Context: an optimization exercise on an open-source flow, tuned for small area. The choices shown serve that exercise and are no tape-out recipe. RTL that was checked went through simulation tests only; none was proved equivalent to the original. The RTL of run 1 was laid out without a check of its function. Power figures rest on the tool's default switching activity, not on a simulated workload.

--- flow/flow/abc_s10.script ---
strash
dc2
&get -n
&dch -f
&nf -R 1000 -p
&put
mfs3 -ae
strash
dc2
&get -n
&dch -f
&nf -R 1000 -p
&put
mfs3 -ae
topo
--- flow/config.mk ---
export PLATFORM = sky130hd
export DESIGN_NAME = iobus
export DESIGN_NICKNAME = iobus
export VERILOG_FILES = /design/flow/design.v
export SDC_FILE = /design/flow/constraint.sdc
export NUM_CORES = 4
export LEC_CHECK = 0
export CAP_MARGIN = 20
export CORE_MARGIN = 2
export CORE_UTILIZATION = 40
export SLEW_MARGIN = 20
--- flow/flow/abc_t4.script ---
strash
&get -n
&dch -f
&nf -R 1000
&put
mfs3 -ae
strash
&get -n
&dch -f
&nf -R 1000
&put
mfs3 -ae
strash
&get -n
&dch -f
&nf -R 1000
&put
mfs3 -ae
topo
--- flow/flow/abc_t5.script ---
strash
&get -n
&dch -f
&nf -R 1000 -p
&put
mfs3 -ae
strash
&get -n
&dch -f
&nf -R 1000 -p
&put
mfs3 -ae
topo
--- flow/flow/run.sh ---
#!/bin/bash
# The standard layout (standard.sh) with these changes:
# - synthesis is ORFS's, run through standard.sh and synth_recipe.tcl (so without the fsm
#   and share passes, then flattened and renamed as standard.sh does), but ABC maps the
#   combinational logic with an area-oriented script: each flow/abc_*.script is tried in
#   place of ORFS's abc_speed.script, and the one giving the smallest synthesized area is
#   kept (ORFS's own script is the fallback if none of them completes). These syntheses
#   also leave adders to ABC instead of mapping them to the platform's adder cells first
#   (ADDER_MAP_FILE empty). Flip-flops are mapped before either step, so the registers,
#   their names and cell types are those of the standard synthesis;
# - every input and output port still gets its own buffer, but a buf_1 instead of the
#   larger cell buffer_ports picks by default;
# - clock tree synthesis adds no dummy loads and uses the clustering given below;
# - the platform's don't-use list is extended with the largest buffers, so that repairs
#   of high-fanout nets use several small buffers instead (DONT_USE_CELLS below repeats
#   the platform's list and adds these).
# Each make run's full output goes to a log in this folder (synth_*.log for the trial
# syntheses, standard.log for the final run); ORFS keeps its per-step logs under orfs/logs.
set -uo pipefail
here=$(pwd)
dont_use="sky130_fd_sc_hd__probe_p_8 sky130_fd_sc_hd__probec_p_8 sky130_fd_sc_hd__lpflow_bleeder_1 sky130_fd_sc_hd__lpflow_clkbufkapwr_1 sky130_fd_sc_hd__lpflow_clkbufkapwr_16 sky130_fd_sc_hd__lpflow_clkbufkapwr_2 sky130_fd_sc_hd__lpflow_clkbufkapwr_4 sky130_fd_sc_hd__lpflow_clkbufkapwr_8 sky130_fd_sc_hd__lpflow_clkinvkapwr_1 sky130_fd_sc_hd__lpflow_clkinvkapwr_16 sky130_fd_sc_hd__lpflow_clkinvkapwr_2 sky130_fd_sc_hd__lpflow_clkinvkapwr_4 sky130_fd_sc_hd__lpflow_clkinvkapwr_8 sky130_fd_sc_hd__lpflow_decapkapwr_12 sky130_fd_sc_hd__lpflow_decapkapwr_3 sky130_fd_sc_hd__lpflow_decapkapwr_4 sky130_fd_sc_hd__lpflow_decapkapwr_6 sky130_fd_sc_hd__lpflow_decapkapwr_8 sky130_fd_sc_hd__lpflow_inputiso0n_1 sky130_fd_sc_hd__lpflow_inputiso0p_1 sky130_fd_sc_hd__lpflow_inputiso1n_1 sky130_fd_sc_hd__lpflow_inputiso1p_1 sky130_fd_sc_hd__lpflow_inputisolatch_1 sky130_fd_sc_hd__lpflow_isobufsrc_1 sky130_fd_sc_hd__lpflow_isobufsrc_16 sky130_fd_sc_hd__lpflow_isobufsrc_2 sky130_fd_sc_hd__lpflow_isobufsrc_4 sky130_fd_sc_hd__lpflow_isobufsrc_8 sky130_fd_sc_hd__lpflow_isobufsrckapwr_16 sky130_fd_sc_hd__lpflow_lsbuf_lh_hl_isowell_tap_1 sky130_fd_sc_hd__lpflow_lsbuf_lh_hl_isowell_tap_2 sky130_fd_sc_hd__lpflow_lsbuf_lh_hl_isowell_tap_4 sky130_fd_sc_hd__lpflow_lsbuf_lh_isowell_4 sky130_fd_sc_hd__lpflow_lsbuf_lh_isowell_tap_1 sky130_fd_sc_hd__lpflow_lsbuf_lh_isowell_tap_2 sky130_fd_sc_hd__lpflow_lsbuf_lh_isowell_tap_4 sky130_fd_sc_hd__buf_6 sky130_fd_sc_hd__buf_8 sky130_fd_sc_hd__buf_12 sky130_fd_sc_hd__buf_16 sky130_fd_sc_hd__bufbuf_8 sky130_fd_sc_hd__bufbuf_16 sky130_fd_sc_hd__clkbuf_8 sky130_fd_sc_hd__clkbuf_16"
stat="$here/orfs/reports/sky130hd/iobus/base/synth_stat.txt"
best=""
best_area=""
for f in "$here"/flow/abc_*.script; do
  name=$(basename "$f" .script)
  dir="$here/scripts_$name"
  rm -rf "$dir" "$here/orfs"
  cp -r "$FLOW_HOME/scripts" "$dir"
  cp "$f" "$dir/abc_speed.script"
  if bash standard.sh SCRIPTS_DIR="$dir" ADDER_MAP_FILE= DONT_USE_CELLS="$dont_use" synth > "$here/synth_$name.log" 2>&1 && [[ -f "$stat" ]]; then
    area=$(awk '/Chip area for/ {print $NF}' "$stat" | head -1)
    echo "$name: $area" >> "$here/synth_areas.log"
    if [[ -z "$best" ]] || awk -v a="$area" -v b="$best_area" 'BEGIN {exit !(a < b)}'; then
      best="$dir"
      best_area="$area"
    fi
  else
    echo "$name: failed" >> "$here/synth_areas.log"
  fi
done
rm -rf "$here/orfs"
args=()
if [[ -n "$best" ]]; then
  args+=(SCRIPTS_DIR="$best" ADDER_MAP_FILE=)
fi
echo "chosen: ${best:-ORFS default}" >> "$here/synth_areas.log"
set -e
bash standard.sh ${args[@]+"${args[@]}"} DONT_USE_CELLS="$dont_use" \
  BUFFER_PORTS_ARGS="-buffer_cell sky130_fd_sc_hd__buf_1" \
  CTS_ARGS="-sink_clustering_enable -repair_clock_nets -dont_use_dummy_load -sink_clustering_size 10 -sink_clustering_max_diameter 70 -buf_list sky130_fd_sc_hd__clkbuf_4" \
  finish > "$here/standard.log" 2>&1
--- flow/constraint.sdc ---
create_clock -name core_clock -period 10.0 [get_ports {clk_sys}]
set_input_delay 2.0000 -clock core_clock [delete_from_list [all_inputs] [get_ports {clk_sys}]]
set_output_delay 2.0000 -clock core_clock [all_outputs]
set_load 0.01 [all_outputs]
--- flow/flow/abc_t3.script ---
strash
&get -n
&dch -f
&nf -R 1000
&put
mfs3 -ae
strash
&get -n
&dch -f
&nf -R 1000
&put
mfs3 -ae
topo
--- flow/standard.sh ---
#!/bin/bash
# synth_recipe.tcl (not shown) runs the flow's synth.tcl, then flattens the netlist and writes it again
# the make line also repeats each setting of config.mk as NAME=value (left out here)
make -C /OpenROAD-flow-scripts/flow DESIGN_CONFIG=/design/flow/config.mk WORK_HOME=/design/flow/orfs CLKGATE_MAP_FILE= SYNTH_SCRIPT=/design/flow/synth_recipe.tcl "${@:-finish}"
--- flow/design.v ---
module iobus(
	input clk_sys,
	input rst,
	input rxd,
	output txd,
	output zg,
	input zw,
	input rcl,
	output dpa,
	input rs,
	input rf,
	input rok,
	input rpe,
	input rqb,
	input rpn,
	input [0:3] rnb,
	input [0:15] rad,
	input [0:15] rdt,
	output dw,
	output dr,
	output din,
	output dok,
	output den,
	output dpe,
	output dpn,
	output [0:3] dnb,
	output [0:15] dad,
	output [0:15] ddt,
	input [0:15] w,
	input [0:3] rotary_pos,
	input [0:9] indicators,
	output [0:3] rotary_out,
	output rotary_trig,
	output [0:15] keys,
	output keys_trig,
	output [0:3] fn,
	output fn_v,
	output fn_trig
);
	localparam [5:0] L24 = 6'b110000;
	localparam [5:0] L49 = 6'b001001;
	localparam [5:0] L50 = 6'b010011;
	localparam [3:0] R_STOP  = 4'd9;
	localparam [3:0] R_IDLE  = 4'd10;
	localparam [3:0] R_START = 4'd11;
	reg [3:0] rxs;
	reg [5:0] rdiv;
	wire rdiv_end = (rdiv == L49);
	reg rx_rdy;
	reg clr;		 
	wire rx_data = ~rxs[3] | (rxs == 4'd8);
	wire rx_smp = rx_data & rdiv_end;
	wire rx_bit = rx_smp & ~rxs[3];	 
	always @ (posedge clk_sys) begin
		if (rst) rdiv <= 6'd0;
		else if ((rxs == R_IDLE) & ~rxd) rdiv <= L24;
		else if (rdiv_end) rdiv <= 6'd0;
		else rdiv <= {rdiv[4:0], ~(rdiv[5] ^ rdiv[4])};
	end
	always @ (posedge clk_sys) begin
		if (rst) begin
			rxs <= R_IDLE;
			clr <= 1'b1;
			rx_rdy <= 1'b0;
		end else begin
			rx_rdy <= 1'b0;
			if (rdiv_end) clr <= 1'b0;
			case (rxs)
				R_IDLE: if (!rxd) rxs <= R_START;
				R_START: begin
					if (rxd) rxs <= R_IDLE;
					else if (rdiv_end) rxs <= 4'd0;
				end
				R_STOP: begin
					rxs <= R_IDLE;
					rx_rdy <= rxd;
				end
				default: if (rdiv_end) rxs <= rxs + 1'b1;
			endcase
		end
	end
	localparam M_IDLE = 3'd0;
	localparam M_ARG  = 3'd1;
	localparam M_A1   = 3'd2;
	localparam M_A2H  = 3'd3;
	localparam M_A2L  = 3'd4;
	localparam M_A3H  = 3'd5;
	localparam M_A3L  = 3'd6;
	localparam M_DONE = 3'd7;
	reg [2:0] ms;
	reg m_rdy;
	reg [7:0] tcmd;
	reg [4:0] ta1;
	reg [15:0] ta2n;		 
	reg [15:0] ta3;
	always @ (posedge clk_sys) begin
		if (rst) begin
			ms <= M_IDLE;
			m_rdy <= 1'b0;
		end else begin
			m_rdy <= (ms == M_DONE);
			case (ms)
				M_IDLE: if (rx_rdy) ms <= M_ARG;
				M_ARG: ms <= tcmd[2] ? M_A1 : tcmd[1] ? M_A2H : tcmd[0] ? M_A3H : M_DONE;
				M_A1: if (rx_rdy) ms <= tcmd[1] ? M_A2H : tcmd[0] ? M_A3H : M_DONE;
				M_A2H: if (rx_rdy) begin
					ms <= M_A2L;
				end
				M_A2L: if (rx_rdy) begin
					ms <= tcmd[0] ? M_A3H : M_DONE;
				end
				M_A3H: if (rx_rdy) begin
					ms <= M_A3L;
				end
				M_A3L: if (rx_rdy) begin
					ms <= M_DONE;
				end
				M_DONE: ms <= M_IDLE;
			endcase
		end
	end
	wire sh_cmd = rx_bit & (ms == M_IDLE);
	wire sh_a1  = rx_bit & (ms == M_A1) & (rxs < 4'd5);
	wire sh_a2h = rx_bit & (ms == M_A2H);
	wire sh_a2l = rx_bit & (ms == M_A2L);
	wire sh_a3h = rx_bit & (ms == M_A3H);
	wire sh_a3l = rx_bit & (ms == M_A3L);
	wire rx_in = rxd & ~clr;
	always @ (posedge clk_sys) begin
		if (sh_cmd) tcmd <= {rxd, tcmd[7:1]};
		if (sh_a1) ta1 <= {rxd, ta1[4:1]};
		if (sh_a2h | clr) ta2n[15:8] <= {~rx_in, ta2n[15:9]};
		if (sh_a2l | clr) ta2n[7:0] <= {~rx_in, ta2n[7:1]};
		if (sh_a3h | clr) ta3[15:8] <= {rx_in, ta3[15:9]};
		if (sh_a3l | clr) ta3[7:0] <= {rx_in, ta3[7:1]};
	end
	wire c_r   = (tcmd == 8'h9e);
	wire c_w   = (tcmd == 8'h97);
	wire c_in  = (tcmd == 8'hb5);
	wire c_pa  = (tcmd == 8'h80);
	wire c_pe  = (tcmd[7:1] == 7'b0001100);
	wire c_ok  = (tcmd[7:1] == 7'b0001000) | c_pe;
	wire c_en  = (tcmd == 8'h08);
	wire c_cpd = (tcmd == 8'hc1);
	wire c_cpr = (tcmd == 8'hcc);
	wire c_cpf = (tcmd == 8'hd4);
	wire c_cps = (tcmd == 8'hd8);
	assign dpa = m_rdy & c_pa;
	assign keys = ta3;
	assign rotary_out = ta1[3:0];
	assign fn = ta1[3:0];
	assign fn_v = ta1[4];
	assign keys_trig = m_rdy & c_cpd;
	assign rotary_trig = m_rdy & c_cpr;
	assign fn_trig = m_rdy & c_cpf;
	reg zg_r;
	reg ir, iw;
	reg [4:0] ia1;
	reg [15:0] ia2n;		 
	reg [15:0] ia3;
	reg [4:0] tcnt5;
	wire [4:0] tcnt5_nx = {tcnt5[3:0], ~(tcnt5[4] ^ tcnt5[2])} | {5{tcnt5 == 5'b10000}};
	wire timeout = &tcnt5;
	wire zwzg = zw & zg_r;
	always @ (posedge clk_sys) begin
		if (rst) begin
			zg_r <= 1'b0;
		end else if (!zg_r) begin
			if (m_rdy & (c_r | c_w | c_in)) zg_r <= 1'b1;
		end else if (zw & (rok | timeout)) begin
			zg_r <= 1'b0;
		end
	end
	always @ (posedge clk_sys) begin
		if (!zg_r) begin
			ir <= c_r;
			iw <= c_w;
			ia1 <= ta1;
			ia2n <= ta2n;
			ia3 <= ta3;
		end
	end
	always @ (posedge clk_sys) begin
		if (rst | rok | !zwzg) tcnt5 <= 5'd0;
		else tcnt5 <= tcnt5_nx;
	end
	assign zg = zg_r;
	assign dr = zwzg & ir;
	assign dw = zwzg & iw;
	assign din = zwzg & ~ir & ~iw;
	assign dpn = zwzg & ia1[4];
	assign dnb = zwzg ? ia1[3:0] : 4'd0;
	assign dad = ~(ia2n | {16{~zwzg}});
	wire io_req = (rs | rf) & ~rad[15];
	reg rsa, rsb;
	reg [15:0] rddt;
	wire resp_act = rsa | rsb;
	always @ (posedge clk_sys) begin
		if (rst) begin
			rsa <= 1'b0;
			rsb <= 1'b0;
		end else if (!resp_act) begin
			if (io_req & m_rdy & (c_ok | c_en)) begin
				rsa <= c_ok;
				rsb <= c_en | c_pe;
			end
		end else if (!io_req) begin
			rsa <= 1'b0;
			rsb <= 1'b0;
		end
	end
	always @ (posedge clk_sys) begin
		if (!resp_act) rddt <= ta3;
	end
	assign dok = rsa;
	assign den = ~rsa & rsb;
	assign dpe = rsa & rsb;
	assign ddt = (zwzg ? ia3 : 16'd0) | (resp_act ? rddt : 16'd0);
	reg [1:0] ena;
	wire ena_cl = ~ena[1] & ena[0];
	wire ena_cp = ena[1] & ~ena[0];
	wire ena_bus = ena[1] & ena[0];
	reg [7:0] enc_cmd;
	always @ (*) begin
		case ({rf, rs, dr, dw, din, rok, timeout, rpe})
			8'b10000000 : enc_cmd = { 1'b1,  4'b0101,  3'b110 };
			8'b01000000 : enc_cmd = { 1'b1,  4'b0100,  3'b111 };
			8'b00100100 : enc_cmd = { 1'b0, 4'b0010, 3'b001 };
			8'b00100101 : enc_cmd = { 1'b0, 4'b0011, 3'b000 };
			8'b00010100 : enc_cmd = { 1'b0, 4'b0010, 3'b000 };
			8'b00001100 : enc_cmd = { 1'b0, 4'b0010, 3'b000 };
			8'b00100010 : enc_cmd = { 1'b0, 4'b0100, 3'b000 };
			8'b00010010 : enc_cmd = { 1'b0, 4'b0100, 3'b000 };
			8'b00001010 : enc_cmd = { 1'b0, 4'b0100, 3'b000 };
			default     : enc_cmd = 8'd0;
		endcase
	end
	wire send_req = io_req;
	wire send_resp = (rok | timeout) & zwzg;
	reg [1:0] bst;		 
	reg [2:0] bk;
	reg [5:0] ba1;
	reg [15:0] ba2;
	reg [15:0] ba3;
	reg [2:0] bk_nx;
	always @ (*) begin
		case (enc_cmd)
			8'h10: bk_nx = 3'd1;
			8'h11: bk_nx = 3'd2;
			8'h18: bk_nx = 3'd3;
			8'h20: bk_nx = 3'd4;
			8'hae: bk_nx = 3'd6;
			8'ha7: bk_nx = 3'd7;
			default: bk_nx = send_req ? 3'd5 : 3'd0;
		endcase
	end
	wire is_req = bk[2] & (bk[1] | bk[0]);
	always @ (posedge clk_sys) begin
		if (rst) begin
			bst <= 2'd0;
		end else begin
			case (bst)
				2'd0: if (send_req | send_resp) bst <= 2'd1;
				2'd1, 2'd3: if (ena_bus) bst <= 2'd2;
				default: if (!ena_bus && (is_req ? !send_req : !send_resp)) bst <= 2'd0;
			endcase
		end
	end
	always @ (posedge clk_sys) begin
		if (bst == 2'd0) begin
			bk <= bk_nx;
			ba1 <= {rqb, rpn, rnb};
			ba2 <= rad;
			ba3 <= rdt;
		end
	end
	reg [7:0] bcmd;
	always @ (*) begin
		case (bk)
			3'd1: bcmd = 8'h10;
			3'd2: bcmd = 8'h11;
			3'd3: bcmd = 8'h18;
			3'd4: bcmd = 8'h20;
			3'd6: bcmd = 8'hae;
			3'd7: bcmd = 8'ha7;
			default: bcmd = 8'h00;
		endcase
	end
	wire trig_bus = bst[0];
	wire send_cp = m_rdy & c_cps;
	reg [1:0] cst;
	always @ (posedge clk_sys) begin
		if (rst) begin
			cst <= 2'd0;
		end else begin
			case (cst)
				2'd0: if (send_cp) cst <= 2'd1;
				2'd1, 2'd3: if (ena_cp) cst <= 2'd2;
				default: if (!ena_cp & !send_cp) cst <= 2'd0;
			endcase
		end
	end
	wire trig_cp = cst[0];
	reg [1:0] lst;
	always @ (posedge clk_sys) begin
		if (rst) begin
			lst <= 2'd0;
		end else begin
			case (lst)
				2'd0: if (rcl) lst <= 2'd1;
				2'd1, 2'd3: if (ena_cl) lst <= 2'd2;
				default: if (!ena_cl & !rcl) lst <= 2'd0;
			endcase
		end
	end
	wire trig_cl = lst[0];
	localparam T_STOP = 4'd8;
	localparam T_RDY  = 4'd9;
	localparam T_IDLE = 4'd12;
	localparam T_LOAD = 4'd13;
	localparam T_SEND = 4'd14;
	localparam T_START = 4'd15;
	reg [3:0] tp;
	reg [5:0] tdiv;
	wire tdiv_end = (tdiv == L50);
	always @ (posedge clk_sys) begin
		if (tp == T_SEND) tdiv <= 6'd0;
		else if (tdiv_end) tdiv <= {5'd0, tp == 4'd7};
		else tdiv <= {tdiv[4:0], ~(tdiv[5] ^ tdiv[4])};
	end
	reg [2:0] idx;
	reg [15:0] sw;
	reg [9:0] sind;
	reg [3:0] srot;
	wire [2:0] targ = ena_bus ? bcmd[2:0] : {1'b0, ena_cp, ena_cp};
	reg [2:0] nidx;
	reg nlast;
	always @ (*) begin
		nidx = 3'd0;
		nlast = 1'b0;
		case (idx)
			3'd0: if (targ[2]) nidx = 3'd1; else if (targ[1]) nidx = 3'd2; else if (targ[0]) nidx = 3'd4; else nlast = 1'b1;
			3'd1: if (targ[1]) nidx = 3'd2; else if (targ[0]) nidx = 3'd4; else nlast = 1'b1;
			3'd2: nidx = 3'd3;
			3'd3: if (targ[0]) nidx = 3'd4; else nlast = 1'b1;
			3'd4: nidx = 3'd5;
			default: nlast = 1'b1;
		endcase
	end
	always @ (posedge clk_sys) begin
		if (rst) begin
			tp <= T_IDLE;
			ena <= 2'b00;
		end else begin
			case (tp)
				T_IDLE: if (trig_cl | trig_cp | trig_bus) begin
					ena <= trig_cl ? 2'b01 : trig_cp ? 2'b10 : 2'b11;
					tp <= T_LOAD;
				end
				T_LOAD: begin
					idx <= 3'd0;
					tp <= T_SEND;
				end
				T_SEND: begin
					tp <= T_START;
				end
				T_RDY: begin
					if (nlast) begin
						ena <= 2'b00;
						tp <= T_IDLE;
					end else begin
						idx <= nidx;
						tp <= T_SEND;
					end
				end
				default: begin		 
					if (tdiv_end) tp <= tp + 1'b1;
				end
			endcase
		end
	end
	always @ (posedge clk_sys) begin
		if (tp[3:1] == 3'b110) begin
			sw <= w;
			sind <= indicators;
			srot <= rotary_pos;
		end
	end
	wire [3:0] wsel = {~idx[0], tp[2:0]};
	wire [15:0] s3 = {sind, 2'b00, srot};
	wire b2, b3, c2, c3;
	tx_sel16 SEL_B2(.d(ba2), .s(wsel), .y(b2));
	tx_sel16 SEL_B3(.d(ba3), .s(wsel), .y(b3));
	tx_sel16 SEL_C2(.d(sw), .s(wsel), .y(c2));
	tx_sel16 SEL_C3(.d(s3), .s(wsel), .y(c3));
	wire [7:0] cmdb = ena_bus ? bcmd : ena_cp ? 8'h13 : 8'h88;
	wire [7:0] a1b = {2'b00, ba1};
	wire k0, k1, ka0, wsel23;
	tx_mux4 SEL_K0(.d(cmdb[3:0]), .s(tp[1:0]), .y(k0));
	tx_mux4 SEL_K1(.d(cmdb[7:4]), .s(tp[1:0]), .y(k1));
	tx_mux4 SEL_A0(.d(a1b[3:0]), .s(tp[1:0]), .y(ka0));
	wire ka1 = ~tp[1] & (tp[0] ? a1b[5] : a1b[4]);
	wire w01 = idx[0] ? (tp[2] ? ka1 : ka0) : (tp[2] ? k1 : k0);
	wire tbit;
	tx_mux4 SEL_W(.d({b3, c3, b2, c2} ), .s({idx[2], ena_bus}), .y(wsel23));
	assign tbit = (idx[2] | idx[1]) ? wsel23 : w01;
	assign txd = ~tp[3] ? tbit : (tp != T_START);
endmodule
module tx_mux4(
	input [3:0] d,
	input [1:0] s,
	output y
);
	assign y = d[s];
endmodule
module tx_sel16(
	input [15:0] d,
	input [3:0] s,
	output y
);
	wire [3:0] m;
	tx_mux4 M0(.d(d[3:0]), .s(s[1:0]), .y(m[0]));
	tx_mux4 M1(.d(d[7:4]), .s(s[1:0]), .y(m[1]));
	tx_mux4 M2(.d(d[11:8]), .s(s[1:0]), .y(m[2]));
	tx_mux4 M3(.d(d[15:12]), .s(s[1:0]), .y(m[3]));
	tx_mux4 M4(.d(m), .s(s[3:2]), .y(y));
endmodule
==> impl_metrics.toml, run 1 <==
[timing]
setup_viol_count_final = 0
rsz0062_at_grt = "false"
setup_tns_ns = 0
fin_crit_ns = 5.66
skew_ns = 0.0504
hold_viol_final = 0
maxSlewViolCount = 0
worst_slew_margin_rel = 0.329
hold_ws_ns = 0.422
post-route-period-util = 0.566
max_slew.worst_pin.slew_ns = 1.01
fmax_ghz = 0.177

[critical_path]
path_cells = "nor2b_1 > buf_1 > a222oi_1 > a31o_1 > a21oi_1 > o31ai_1 > a31oi_1 > a2111oi_0 > a2bb2oi_1 > buf_1"
crit_top_cell = "buf_1"
cp_num_buf_inv = 2
slowest_stage = "buf_1"
cpPeakStageDelay_ns = 0.66
critical-path-top-delay-family = "compound AO/OA/AOI/OAI gates"
criticalPathCategory = "reg -> out"
worstPathMaxFanout = 14
cp_num_cells = 10
r2r_cells = 4
end_kind = "primary output"
crit_arrival_ns = 3.66
start_kind = "flip-flop"
critical_path_required_ns = 8.00

[run]
drv_cap = 0

[floorplanning]
core_mm2 = 0.0200
start_util = 0.405
die_height_um = 146
ios = 151
die_x_um = 146
dieArea_mm2 = 0.0214
row_count = 52

[layout]
instances_no_fill = 1027
area_growth_pct = 14.0
antenna_cells = 0
fillers = 1855
regArea_mm2 = 0.00607
multi_input_area_mm2 = 0.00200
nets = 836
final_layout_size_suffix_gt1_frac = 0.0423

[synthesis]
synth_seq_cells = 216
avgSynthCellArea_um2 = 14.1
ys_types = 48
netlist_area_mm2 = 0.00811
synthMostInstantiatedCell = "edfxtp_1"
synth-simple-area-share = 0.124
synth_top_family_by_area = "simple AND/OR/NAND/NOR gates"
async_reset_ff_frac = 0
synth-seq-area-share = 0.748
synth_fa_ha_area_frac = 0
syn_inst = 573
netlist.area_leader.share = 0.644
yosys_warnings = 1
synth_compound_area_frac = 0.117
synth_edf_count = 174
synth_mux_area_frac = 0
syn_nets = 650
synth_top_cells_by_count = "edfxtp_1, nor2_1, nand2_1"
synthXorXnorAreaFrac = 0.00324
synth.largest_area_cell = "edfxtp_1"
ys.flop_type = "edfxtp_1"
synth_area_leaders = "edfxtp_1, dfxtp_1, nor2_1, nand2_1, nor3_1"

[placement]
port_buffers = 150
dp.cells = 1001
hpwl_mm = 12.5
place_congestion = 0.837

[routing]
num_vias = 5456
drtIter0Drc = 389
drt_pre_antenna_iters = 5
wl_per_cell_um = 17.4
ant_nets = 0
viasPerCell = 5.31
drc_errors = 0
wl_mm = 17.8

[global_route]
grt_use_total = 0.160
grt-ovfl-total = 0
grt_max_degree = 44
grt_pass1_wl_mm = 27.8
antenna_found_initial = 0
grt_pass1_vias = 5372

[clock_network]
cts_tree = "yes"
clk_pin_slew_ns = 0.12
clk_path_buf_depth = 3
post_cts_resized = 0
cts-htree-levels = 1
cts_inserted_buffers = 25
cts_root_buffer = "clkbuf_4"
clk_latency_ns = 0.64
ctsHoldBuffers = 0
cts_setup_buffers = 0
cts.sinks = 216

[power_and_ir_drop]
leakage_nw = 3.11
irDropWorstVdd_v = 0.0000781
power.density_mw_per_mm2 = 203

[min_path]
min_path_type = "reg -> reg"
min_path_cells = 0

[run_status]
status = "finished clean"
==> where the power goes <==
part | switching, W | total (W) | internal [W]
Combinational | 0.000222 | 0.000347 | 0.000125
Sequential | 0.0000640 | 0.00115 | 0.00109
Clock | 0.000262 | 0.000378 | 0.000115
Total | 0.000548 | 0.00188 | 0.00133
==> routing by layer <==
metal  up-vias  track usage  part of all wire
li1       2603            -                 -
met1      2677        0.220              0.44
met2       159        0.269              0.50
met3        17       0.0263             0.053
met4         0       0.0374             0.012
met5         -            0                 0
==> area by class of cell <==
class	instances	area share
clock buffers	25	0.0203
inverters	9	0.00366
multi-input cells	344	0.216
flip-flops and latches	216	0.657
well taps	270	0.0366
repair buffers	163	0.0669
==> state kept, by name, summed over array words and instances (netlist names), 6 cells and up <==
register and cells:
rddt 16, rdiv 6, tdiv 6, ta2n 16
ia3 16, ia2n 16, sind 10, ba1 6
sw 16, tcmd 8, ba3 16, ta3 16
ba2 16
==> path summary, 6_finish.rpt <==
check	end	from	slack (ns)
worst max-delay path	txd	tp[1]	4.34
worst min-delay path	ia2n[14]	ta2n[14]	0.42
worst max register to register	sw[13]	tp[2]	7.24
worst min register to register	ia2n[14]	ta2n[14]	0.42
==> worst reg2reg max path, delay by kind of cell (launching register included) <==
kind | cells | cell delay [ns]
buffers and inverters | 2 | 1.05
and+or+nand+nor | 2 | 0.61
DFF | 1 | 0.73
==> placed cells by master (no fill, tap or decap), types with 11 or more instances in the layout <==
cell type  count
a21oi_1       25
a222oi_1      12
a22o_1        17
and3_1        11
buf_1        160
clkbuf_4      25
dfxtp_1       42
edfxtp_1     174
nand2_1       43
nand3_1       15
nor2_1        61
nor3_1        29
o21ai_0       18
==> per-stage QoR <==
step / power [W] / setup WS [ns] / util / area [um2]
4_1_cts: 0.00189 / 4.35 / 0.460 / 9220
2_1_floorplan: 0.00139 / 5.23 / - / 8110
3_3_place_gp: 0.00149 / 4.63 / 0.451 / 9040
5_1_grt: 0.00197 / 4.05 / 0.461 / 9240
6_report: 0.00188 / 4.34 / 0.461 / 9240
3_5_place_dp: 0.00151 / 4.55 / 0.451 / 9040
==> cells by family after synthesis <==
logic type | count (synthesis)
DFF | 216
AOI/OAI and AO/OA | 131
and+or+nand+nor | 210
buffers and inverters | 13
xor gates and xnor gates | 3
==> run 2: changes to the inputs <==
--- a/flow/design.v
+++ b/flow/design.v
@@ -375,5 +375,3 @@
 				end
-				default: begin		 
-					if (tdiv_end) tp <= tp + 1'b1;
-				end
+				default: if (tdiv_end) tp <= tp + 1'b1;	 
 			endcase
==> run 2 against run 1 <==
Compared with the run above: still clean; core utilization unchanged; clock skew unchanged; sequential power barely moved; die area did not move; maximum frequency did not move; wire length stayed put; global-route usage unchanged; sequential share of layout area stayed put; setup slack unchanged; count of clock-buffer cells in the layout unchanged; register-to-register slack about the same; critical endpoint unchanged.
==> impl_metrics.toml, run 2 <==
[run_status]
status = "finished clean"

[layout]
multi_input_area_mm2 = 0.00200
layout_common_cells = "edfxtp_1, buf_1, nor2_1"
antenna_cells = 0
final_layout_size_suffix_gt1_frac = 0.0423
final_common_cell = "edfxtp_1"
fillers = 1855
area_growth_pct = 14.0
regArea_mm2 = 0.00607
nets = 836

[synthesis]
async_reset_ff_frac = 0
yosys_warnings = 1
synth_edf_count = 174
synth_seq_cells = 216
synthMostInstantiatedCell = "edfxtp_1"
syn_nets = 650
ys_types = 48
synth-seq-area-share = 0.748
ys.flop_type = "edfxtp_1"
syn_inst = 573
synth_top_cells_by_count = "edfxtp_1, nor2_1, nand2_1"
netlist_area_mm2 = 0.00811
avgSynthCellArea_um2 = 14.1
synth.largest_area_cell = "edfxtp_1"
netlist.area_leader.share = 0.644
synth_area_leaders = "edfxtp_1, dfxtp_1, nor2_1, nand2_1, nor3_1"

[global_route]
antenna_found_initial = 0
grt_pass1_vias = 5372
grt_pass1_wl_mm = 27.8
grt_use_total = 0.160
grt-ovfl-total = 0
grt_max_degree = 44

[critical_path]
rrSetupSlack_ns = 7.24
start_kind = "flip-flop"
crit_arrival_ns = 3.66
r2r-end = "sw[13]"
end_kind = "primary output"
worstPathMaxFanout = 14
critical_path_required_ns = 8.00
criticalPathCategory = "reg -> out"
regToRegStartpoint = "tp[2]"
r2r_cells = 4
endpoint = "txd"
cp-startpoint = "tp[1]"

[floorplanning]
ios = 151
die_height_um = 146
die_x_um = 146
start_util = 0.405
dieArea_mm2 = 0.0214
row_count = 52
core_mm2 = 0.0200

[placement]
place_congestion = 0.837
hpwl_mm = 12.5
dp_slack_ns = 4.55
port_buffers = 150

[timing]
hold_viol_final = 0
fmax_ghz = 0.177
maxSlewViolCount = 0
max_slew.worst_pin.slew_ns = 1.01
setup_tns_ns = 0
post-route-period-util = 0.566
worst_slew_margin_rel = 0.329
hold_ws_ns = 0.422
fin_crit_ns = 5.66
setup_ws_ns = 4.34
setup_viol_count_final = 0
skew_ns = 0.0504
rsz0062_at_grt = "false"

[clock_network]
cts_inserted_buffers = 25
cts_root_buffer = "clkbuf_4"
cts_setup_buffers = 0
cts.sinks = 216
clk_pin_slew_ns = 0.12
clk_latency_ns = 0.64
post_cts_resized = 0
cts-htree-levels = 1
cts_tree = "yes"
ctsHoldBuffers = 0
clk_path_buf_depth = 3

[routing]
drtIter0Drc = 389
num_vias = 5456
drt_pre_antenna_iters = 5
drc_errors = 0
viasPerCell = 5.31
wl_per_cell_um = 17.4
ant_nets = 0
wl_mm = 17.8

[power_and_ir_drop]
irDropWorstVdd_v = 0.0000781
leakage_nw = 3.11
power.density_mw_per_mm2 = 203

[run]
drv_cap = 0

[min_path]
min_path_type = "reg -> reg"
[run 2: report_power, final]
part	total, W	internal, W	switching, W	leakage (nW)
clock	0.000378	0.000115	0.000262	0.115
sequential	0.00115	0.00109	0.0000640	2.14
combinational	0.000347	0.000125	0.000222	0.854
total	0.00188	0.00133	0.000548	3.11
[run 2: kinds of logic after synthesis]
kind of cell | synth area share
buf+inv | 0.00787
flops | 0.748
compound gates | 0.117
xor+xnor | 0.00324
simple gates | 0.124
[run 2: worst min path at each step]
stage | start | end | slack (ns) | cells after the start
final | ta2n[14] | ia2n[14] | 0.42 | 0
after detailed placement | ta2n[0] | ia2n[0] | 0.42 | 0
after global placement | ta2n[8] | ia2n[8] | 0.40 | 0
after CTS | ta2n[14] | ia2n[14] | 0.43 | 0
after global routing | ta2n[0] | ia2n[0] | 0.44 | 0
after floorplan | ta2n[0] | ia2n[0] | 0.40 | 0
[run 2: per-stage QoR]
step / util / total power (W) / std cells / instance area (um2)
floorplan: - / 0.00139 / 573 / 8110
global placement: 0.451 / 0.00149 / 1001 / 9040
detailed placement: 0.451 / 0.00151 / 1001 / 9040
CTS: 0.460 / 0.00189 / 1026 / 9220
global route: 0.461 / 0.00197 / 1027 / 9240
finish: 0.461 / 0.00188 / 1027 / 9240
[run 2: layout make-up]
| cell class | count | area share |
|---|---|---|
| sequential | 216 | 0.657 |
| timing repair buffer | 163 | 0.0669 |
| clock buffer | 25 | 0.0203 |
| multi-input combinational | 344 | 0.216 |
| inverter | 9 | 0.00366 |
| tap | 270 | 0.0366 |
[run 2: metal layers]
| metal | vias to the layer above | global-route usage | part of all wire |
|---|---|---|---|
| li1 | 2603 | - | - |
| met1 | 2677 | 0.220 | 0.44 |
| met2 | 159 | 0.269 | 0.50 |
| met3 | 17 | 0.0263 | 0.053 |
| met4 | 0 | 0.0374 | 0.012 |
| met5 | - | 0 | 0 |
[run 2: worst max-delay path: stages (launching register included)]
cell and delay [ns]:
dfxtp_1 0.45, nor2b_1 0.52, buf_1 0.66, a222oi_1 0.19, a31o_1 0.26, a21oi_1 0.17, o31ai_1 0.12, a31oi_1 0.17
a2111oi_0 0.09, a2bb2oi_1 0.18, buf_1 0.23
==> run 3: changes to the inputs <==
--- a/flow/flow/run.sh
+++ b/flow/flow/run.sh
@@ -50,3 +50,3 @@
   BUFFER_PORTS_ARGS="-buffer_cell sky130_fd_sc_hd__buf_1" \
-  CTS_ARGS="-sink_clustering_enable -repair_clock_nets -dont_use_dummy_load -sink_clustering_size 10 -sink_clustering_max_diameter 70 -buf_list sky130_fd_sc_hd__clkbuf_4" \
+  CTS_ARGS="-sink_clustering_enable -repair_clock_nets -dont_use_dummy_load -sink_clustering_size 10 -sink_clustering_max_diameter 50 -buf_list sky130_fd_sc_hd__clkbuf_4" \
   finish > "$here/standard.log" 2>&1
==> run 3 against run 2 <==
Compared with the run above: still clean on timing, DRC and antenna; sequential share of layout area is 0.11 points lower; core utilization is 0.075 points higher; critical path depth stayed put; global-route usage hardly changed; hold slack better by 0.010 ns; register-to-register slack better by 0.04 ns; synthesized cell count stayed put; non-clock buffer count stayed put; synthesized area stayed put; critical path type unchanged; critical endpoint unchanged.
==> impl_metrics.toml, run 3 <==
[run_status]
status = "finished clean"

[routing]
drtIter0Drc = 376
wl_per_cell_um = 17.2
drc_errors = 0
ant_nets = 0
drt_pre_antenna_iters = 6
wl_mm = 17.7
num_vias = 5509
viasPerCell = 5.35

[timing]
hold_ws_ns = 0.432
post-route-period-util = 0.570
max_slew.worst_pin.slew_ns = 1.04
rsz0062_at_grt = "false"
setup_ws_ns = 4.30
worst_slew_margin_rel = 0.308
skew_ns = 0.0487
setup_viol_count_final = 0
setup_tns_ns = 0
fmax_ghz = 0.175
maxSlewViolCount = 0
fin_crit_ns = 5.70
hold_viol_final = 0

[clock_network]
clk_path_buf_depth = 3
cts_inserted_buffers = 27
ctsHoldBuffers = 0
cts_setup_buffers = 0
post_cts_resized = 0
clk_pin_slew_ns = 0.11
cts.sinks = 216
cts_root_buffer = "clkbuf_4"
cts_tree = "yes"
clk_latency_ns = 0.65
cts-htree-levels = 1

[placement]
dp_slack_ns = 4.55
place_congestion = 0.837
hpwl_mm = 12.5
port_buffers = 150
dp.cells = 1001

[critical_path]
criticalPathCategory = "reg -> out"
r2r_cells = 4
critical_path_required_ns = 8.00
r2r-end = "sw[12]"
cp-startpoint = "tp[1]"
crit_arrival_ns = 3.70
end_kind = "primary output"
rrSetupSlack_ns = 7.28
worstPathMaxFanout = 14
start_kind = "flip-flop"
regToRegStartpoint = "tp[2]"
endpoint = "txd"

[floorplanning]
start_util = 0.405
dieArea_mm2 = 0.0214
die_height_um = 146
ios = 151
row_count = 52
core_mm2 = 0.0200
die_x_um = 146

[synthesis]
synth_top_cells_by_count = "edfxtp_1, nor2_1, nand2_1"
netlist.area_leader.share = 0.644
ys.flop_type = "edfxtp_1"
async_reset_ff_frac = 0
syn_nets = 650
synthMostInstantiatedCell = "edfxtp_1"
yosys_warnings = 1
netlist_area_mm2 = 0.00811
synth_seq_cells = 216
ys_types = 48
synth-seq-area-share = 0.748
avgSynthCellArea_um2 = 14.1
synth.largest_area_cell = "edfxtp_1"
synth_edf_count = 174
syn_inst = 573
synth_area_leaders = "edfxtp_1, dfxtp_1, nor2_1, nand2_1, nor3_1"

[global_route]
grt_use_total = 0.160
grt_max_degree = 44
grt_pass1_vias = 5370
grt-ovfl-total = 0
antenna_found_initial = 0
grt_pass1_wl_mm = 27.8

[min_path]
min_path_type = "reg -> reg"

[layout]
final_common_cell = "edfxtp_1"
layout_common_cells = "edfxtp_1, buf_1, nor2_1"
antenna_cells = 0
area_growth_pct = 14.1
nets = 838
final_layout_size_suffix_gt1_frac = 0.0448
instances_no_fill = 1029

[run]
drv_cap = 0

[power_and_ir_drop]
power.density_mw_per_mm2 = 203
power.total_w = 0.00188
irDropWorstVdd_v = 0.0000729
leakage_nw = 3.12
## run 3: cell counts after synthesis
No cell type changed its count.
## run 3: logic make-up (layout without fill, tap and decap cells)
kind of cell | count (synthesis) | in the layout | synth area share
buf+inv | 13 | 199 | 0.00787
compound gates | 131 | 131 | 0.117
xor+xnor | 3 | 3 | 0.00324
flops | 216 | 216 | 0.748
simple gates | 210 | 210 | 0.124
## run 3: stage by stage
step	area (um2)	utilization
after detailed placement	9040	0.451
after global placement	9040	0.451
final	9250	0.462
after global routing	9250	0.462
after floorplan	8110	-
after CTS	9240	0.461
## run 3: per-layer routing
layer	wire length [um]	part of all wire	vias up	global-route usage
met3	952	0.054	22	0.0275
met5	0	0	-	0
met1	7680	0.43	2719	0.218
met4	208	0.012	0	0.0383
met2	8850	0.50	154	0.268
li1	-	-	2614	-
## run 3: layout make-up
cell class	count	area, um2
Inverter	9	33.8
Tap cell	270	338
Fill cell	1853	10800
Multi-Input combinational cell	344	2000
Clock buffer	27	203
Timing Repair Buffer	163	618
Sequential cell	216	6070
## run 3: worst min path at each step
stage | slack [ns] | start | end | cells after the start
4_1_cts | 0.44 | ta2n[14] | ia2n[14] | 0
6_report | 0.43 | ta2n[14] | ia2n[14] | 0
5_1_grt | 0.45 | ta2n[0] | ia2n[0] | 0
3_5_place_dp | 0.42 | ta2n[0] | ia2n[0] | 0
3_3_place_gp | 0.40 | ta2n[8] | ia2n[8] | 0
2_1_floorplan | 0.40 | ta2n[0] | ia2n[0] | 0
## run 3: power breakdown
group	total [W]	internal, W	leakage, nW	switching [W]
sequential	0.00115	0.00109	2.14	0.0000641
clock	0.000384	0.000124	0.124	0.000260
combinational	0.000345	0.000125	0.854	0.000220
## run 3: critical path, cell delays in order, from the launching register on
cell       delay (ns)
dfxtp_1          0.44
nor2b_1          0.54
buf_1            0.66
a222oi_1         0.19
a31o_1           0.26
a21oi_1          0.18
o31ai_1          0.12
a31oi_1          0.17
a2111oi_0        0.09
a2bb2oi_1        0.19
buf_1            0.22

==> static timing again, ports no longer ideal <==
In the flow no input, the clock included, has a driving cell. The finished layouts below were timed again as built, in two steps.
Step 1 (the two cells are an assumption about what drives the block):
set clk [get_ports {clk_sys}]
set_driving_cell -lib_cell sky130_fd_sc_hd__clkbuf_16 $clk
set_driving_cell -lib_cell sky130_fd_sc_hd__buf_2 [delete_from_list [all_inputs] $clk]
Step 2 moves the port delays by t, midway between the first and last clock arrival at a register: inputs arrive t later, outputs are due t later. That takes back most of the time a late clock gives input paths.
a / b / c = ideal ports / drivers / drivers and shift; a / b = the first two.
| run | t (ns) | setup slack, ns | worst hold slack (ns) | worst setup path at the end | worst register clock-pin slew, ns |
|---|---|---|---|---|---|
| run 1 | 0.653 | 4.341 / 4.305 / 4.517 | 0.422 / 0.422 / 0.422 | input to output | 0.12 / 0.12 |
| run 2 | 0.653 | 4.341 / 4.305 / 4.517 | 0.422 / 0.422 / 0.422 | input to output | 0.12 / 0.12 |
| run 3 | 0.661 | 4.299 / 4.263 / 4.520 | 0.432 / 0.432 / 0.432 | input to output | 0.11 / 0.11 |
After both steps setup and hold are still met in every run listed.
